This design comes from an exercise in tuning for small area on the open sky130 flow, not from production work. In this exercise RTL edits were held to simulation tests only and were not proved equivalent to the original. No activity file was given, so power comes from the tool's default toggle rates.

## moving_average_accumulator
module moving_average_accumulator #(
    parameter integer Exponent = 5,   
    parameter integer DataWidth = 16
) (
    input wire clk,
    input wire reset,
    input wire unsigned [DataWidth-1:0] d_in,
    output reg unsigned [DataWidth-1:0] d_out
);
For scale: about 840 cells after synthesis, roughly 34 I/O pins.
==> module moving_average_accumulator, before the edit <==
module moving_average_accumulator #(
    parameter integer Exponent = 5,   
    parameter integer DataWidth = 16
) (
    input wire clk,
    input wire reset,
    input wire unsigned [DataWidth-1:0] d_in,
    output reg unsigned [DataWidth-1:0] d_out
);
  localparam integer N = 1 << Exponent;
  localparam integer AccWidth = DataWidth + Exponent;
  reg [AccWidth-1:0] acc;
  reg [DataWidth-1:0] sample_buffer[N];
  reg [Exponent-1:0] count;
  reg full;
  wire [DataWidth-1:0] oldest = sample_buffer[N-1] & {DataWidth{full}};
  integer i;
  always_ff @(posedge clk) begin
    sample_buffer[0] <= d_in;
    for (i = 1; i < N; i++) begin
      sample_buffer[i] <= sample_buffer[i-1];
    end
  end
  always_ff @(posedge clk or posedge reset) begin
    if (reset) begin
      acc   <= '0;
      d_out <= '0;
      count <= '0;
      full  <= 1'b0;
    end else begin
      acc <= acc
       - {{(AccWidth - DataWidth){oldest[DataWidth-1]}}, oldest}
       + {{(AccWidth - DataWidth){d_in[DataWidth-1]}}, d_in};
      count <= count + 1'b1;
      if (&count) full <= 1'b1;
      d_out <= acc[AccWidth-1:Exponent];
    end
  end
endmodule
make LEC_CHECK=0 CAP_MARGIN=20 CORE_MARGIN=2 CORE_UTILIZATION=40 SLEW_MARGIN=20 finish   # period 6.0 ns
run.sh (not shown) runs the stock make flow with config.mk's settings and CLKGATE_MAP_FILE= SYNTH_SCRIPT=/design/flow/synth_recipe.tcl, a recipe that flattens the netlist after the stock synthesis.
The first run finished clean.
==> next run, changes <==
==> flow/design.v (replaced) <==
module moving_average_accumulator #(
    parameter integer Exponent = 5,   
    parameter integer DataWidth = 16
) (
    input wire clk,
    input wire reset,
    input wire unsigned [DataWidth-1:0] d_in,
    output reg unsigned [DataWidth-1:0] d_out
);
  localparam integer N = 1 << Exponent;
  localparam integer AccWidth = DataWidth + Exponent;
  reg unsigned [AccWidth-1:0] acc;
  reg unsigned [DataWidth-1:0] sample_buffer[N];
  integer oldest_index;
  integer i;
  always_ff @(posedge clk or posedge reset) begin
    if (reset) begin
      acc   <= '0;
      d_out <= '0;
      for (i = 0; i < N; i++) begin
        sample_buffer[i] <= '0;
      end
      oldest_index <= 0;
    end else begin
      acc <= acc
       - {
           {(AccWidth - DataWidth){sample_buffer[oldest_index][DataWidth-1]}},
           sample_buffer[oldest_index]
         }
       + {{(AccWidth - DataWidth){d_in[DataWidth-1]}}, d_in};
      sample_buffer[oldest_index] <= d_in;
      oldest_index <= (oldest_index + 1) % N;
      d_out <= acc[AccWidth-1:Exponent];   
    end
  end
endmodule
Effect: Utilization falls by 1.1 points. Area after synthesis rises by well over a third. Non-clock buffer count rises by 156. Final cell count rises by well over a third. Cell area rises by well over a third. Via count rises to 3.5 times its value.

---

## rev 12
moving_average_accumulator, a different RTL version from the one above (not shown whole).
For scale: ~610 cells after synthesis, roughly 550 flip-flops.
==> module moving_average_accumulator, before the edit <==
module moving_average_accumulator #(
    parameter integer Exponent = 5,   
    parameter integer DataWidth = 16
) (
    input wire clk,
    input wire reset,
    input wire unsigned [DataWidth-1:0] d_in,
    output reg unsigned [DataWidth-1:0] d_out
);
  reg [15:0] sample_buffer[31];
  reg [15:0] old_n;
  reg [4:0] age;
  reg oldest_valid;
  reg [8:0] lo;         
  reg carry_b;   
  reg [7:0] hi_delta;
  wire age_in = ~(age[4] ^ age[2]);
  integer i;
  always_ff @(posedge clk) begin
    sample_buffer[0] <= d_in;
    for (i = 1; i < 31; i++) begin
      sample_buffer[i] <= sample_buffer[i-1];
    end
  end
  wire [8:0] ls = lo ^ d_in[8:0] ^ old_n[8:0];
  wire [8:0] lc = (lo & d_in[8:0]) | (lo & old_n[8:0]) | (d_in[8:0] & old_n[8:0]);
  wire lc_top = (lo[8] | d_in[8]) & (lo[8] | old_n[8]) & (d_in[8] | old_n[8]);
  wire [9:0] lr;
  wire [8:0] lsum;
  assign lr[0] = 1'b1;
  genvar g;
  generate
    for (g = 0; g < 9; g = g + 1) begin : g_lo
      wire a = ls[g];
      wire b = (g == 0) ? 1'b0 : lc[g-1];
      assign lsum[g] = a ^ b ^ lr[g];
      assign lr[g+1] = (a & b) | (a & lr[g]) | (b & lr[g]);
    end
  endgenerate
  wire [7:0] hx = {d_in[15], d_in[15:9]};
  wire [7:0] ho = {old_n[15], old_n[15:9]};
  wire [8:0] hr;
  wire [7:0] hsum;
  assign hr[0] = lc_top;
  generate
    for (g = 0; g < 8; g = g + 1) begin : g_hd
      assign hsum[g] = hx[g] ^ ho[g] ^ hr[g];
      assign hr[g+1] = (hx[g] | ho[g]) & (hx[g] | hr[g]) & (ho[g] | hr[g]);
    end
  endgenerate
  wire [11:0] hh = d_out[15:4];
  wire [11:0] hd = {{4{hi_delta[7]}}, hi_delta};
  wire [12:0] ur;
  wire [11:0] usum;
  assign ur[0] = carry_b;
  generate
    for (g = 0; g < 12; g = g + 1) begin : g_hi
      assign usum[g] = hh[g] ^ hd[g] ^ ur[g];
      assign ur[g+1] = (hh[g] | hd[g]) & (hh[g] | ur[g]) & (hd[g] | ur[g]);
    end
  endgenerate
  always_ff @(posedge clk or posedge reset) begin
    if (reset) begin
      d_out    <= '0;
      old_n    <= '1;
      lo       <= '0;
      carry_b  <= 1'b1;
      hi_delta <= '1;
      age      <= 5'b11110;
      oldest_valid <= 1'b0;
    end else begin
      lo       <= lsum;
      old_n    <= ~(sample_buffer[30] & {16{oldest_valid}});
      carry_b  <= lr[9];
      hi_delta <= hsum;
      d_out    <= {usum, lo[8:5]};
      age      <= {age[3:0], age_in};
      if (age == 5'b01111) oldest_valid <= 1'b1;
    end
  end
endmodule
clock: 6.0 ns
lec_check: 0
cap_margin: 20
core_margin: 2
core_utilization: 55
place_density: 0.7
slew_margin: 20
standard.sh (not shown) runs the stock make flow with config.mk's settings and CLKGATE_MAP_FILE= SYNTH_SCRIPT=/design/flow/synth_recipe.tcl, a recipe that flattens the netlist after the stock synthesis.
==> flow/flow/run.sh <==
#!/bin/bash
# Standard ORFS layout (the standard.sh), with two changes:
#  - ports are buffered with the smallest buffer, sky130_fd_sc_hd__buf_1;
#  - clock tree synthesis clusters up to 14 flip-flops within 40 um per sky130_fd_sc_hd__buf_4
#    (the buffer with the most drive per area) and inserts no dummy loads.
set -euo pipefail
export BUFFER_PORTS_ARGS="-buffer_cell sky130_fd_sc_hd__buf_1"
export CTS_ARGS="-sink_clustering_enable -repair_clock_nets -sink_clustering_size 14 -sink_clustering_max_diameter 40 -buf_list sky130_fd_sc_hd__buf_4 -dont_use_dummy_load"
bash standard.sh finish > standard.log 2>&1
The following lists how rev 13 was set up differently from rev 12:
diff --git a/flow/design.v b/flow/design.v
--- a/flow/design.v
+++ b/flow/design.v
@@ -61,21 +61,21 @@
   endgenerate
   always_ff @(posedge clk or posedge reset) begin
     if (reset) begin
       d_out    <= '0;
       old_n    <= '1;
       lo       <= '0;
-      carry_b  <= 1'b1;
-      hi_delta <= '1;
-      age      <= 5'b11110;
+      carry_b  <= 1'b0;
+      hi_delta <= '0;
+      age      <= 5'b00000;
       oldest_valid <= 1'b0;
     end else begin
       lo       <= lsum;
       old_n    <= ~(sample_buffer[30] & {16{oldest_valid}});
       carry_b  <= lr[9];
       hi_delta <= hsum;
       d_out    <= {usum, lo[8:5]};
       age      <= {age[3:0], age_in};
-      if (age == 5'b01111) oldest_valid <= 1'b1;
+      if (age == 5'b10000) oldest_valid <= 1'b1;
     end
   end
 endmodule
### Flow results
The worst-case setup margin in the final layout of rev 13 exceeds that of rev 12 by 0.041 ns. Diff rev 12..rev 13 | data required time of the worst path | negligible. Between rev 13 and rev 12, the difference in sequential cell area share is negligible. Per the comparison of rev 13 with rev 12, combinational power went down by 5.7%, final period utilization decreased 0.68 points, maximum frequency rose by 0.80%, routed length per placed instance saw a decrease, sequential standard cell area barely changed. Diff rev 13..rev 12 | sequential element share of the synthesized area | negligible. Delta(internal power, rev 13 - rev 12) < 0.

-- static timing again, ports no longer ideal --
In the flow no input, the clock included, has a driving cell. The finished layouts below were timed again as built, in two steps. Step 1 assumes that a clkbuf_16 drives the clock port and a buf_2 every other input. Step 2, shift: input delay + t, output delay - t, t = (earliest + latest rising clock arrival at the registers) / 2. This alone moves slack from input paths to output paths. Three values: no drivers, after step 1, after step 2; two values: the first two.
| run | shift t [ns] | slack for setup (ns) | worst setup path at the end |
|---|---|---|---|
| the first run of note 1 | 0.585 | 2.253 / 2.262 / 1.676 | input to register |
| the second run of note 1 | 0.698 | 0.178 / 0.178 / 0.178 | register to register |
| rev 12 | 0.603 | 0.802 / 0.802 / 0.299 | input to register |
| rev 13 | 0.570 | 0.843 / 0.843 / 0.332 | input to register |
After both steps setup and hold are still met in every run listed. For the first run of note 1, which loses most, drivers alone change the setup slack by +0.009 ns; drivers and shift together by -0.577 ns.
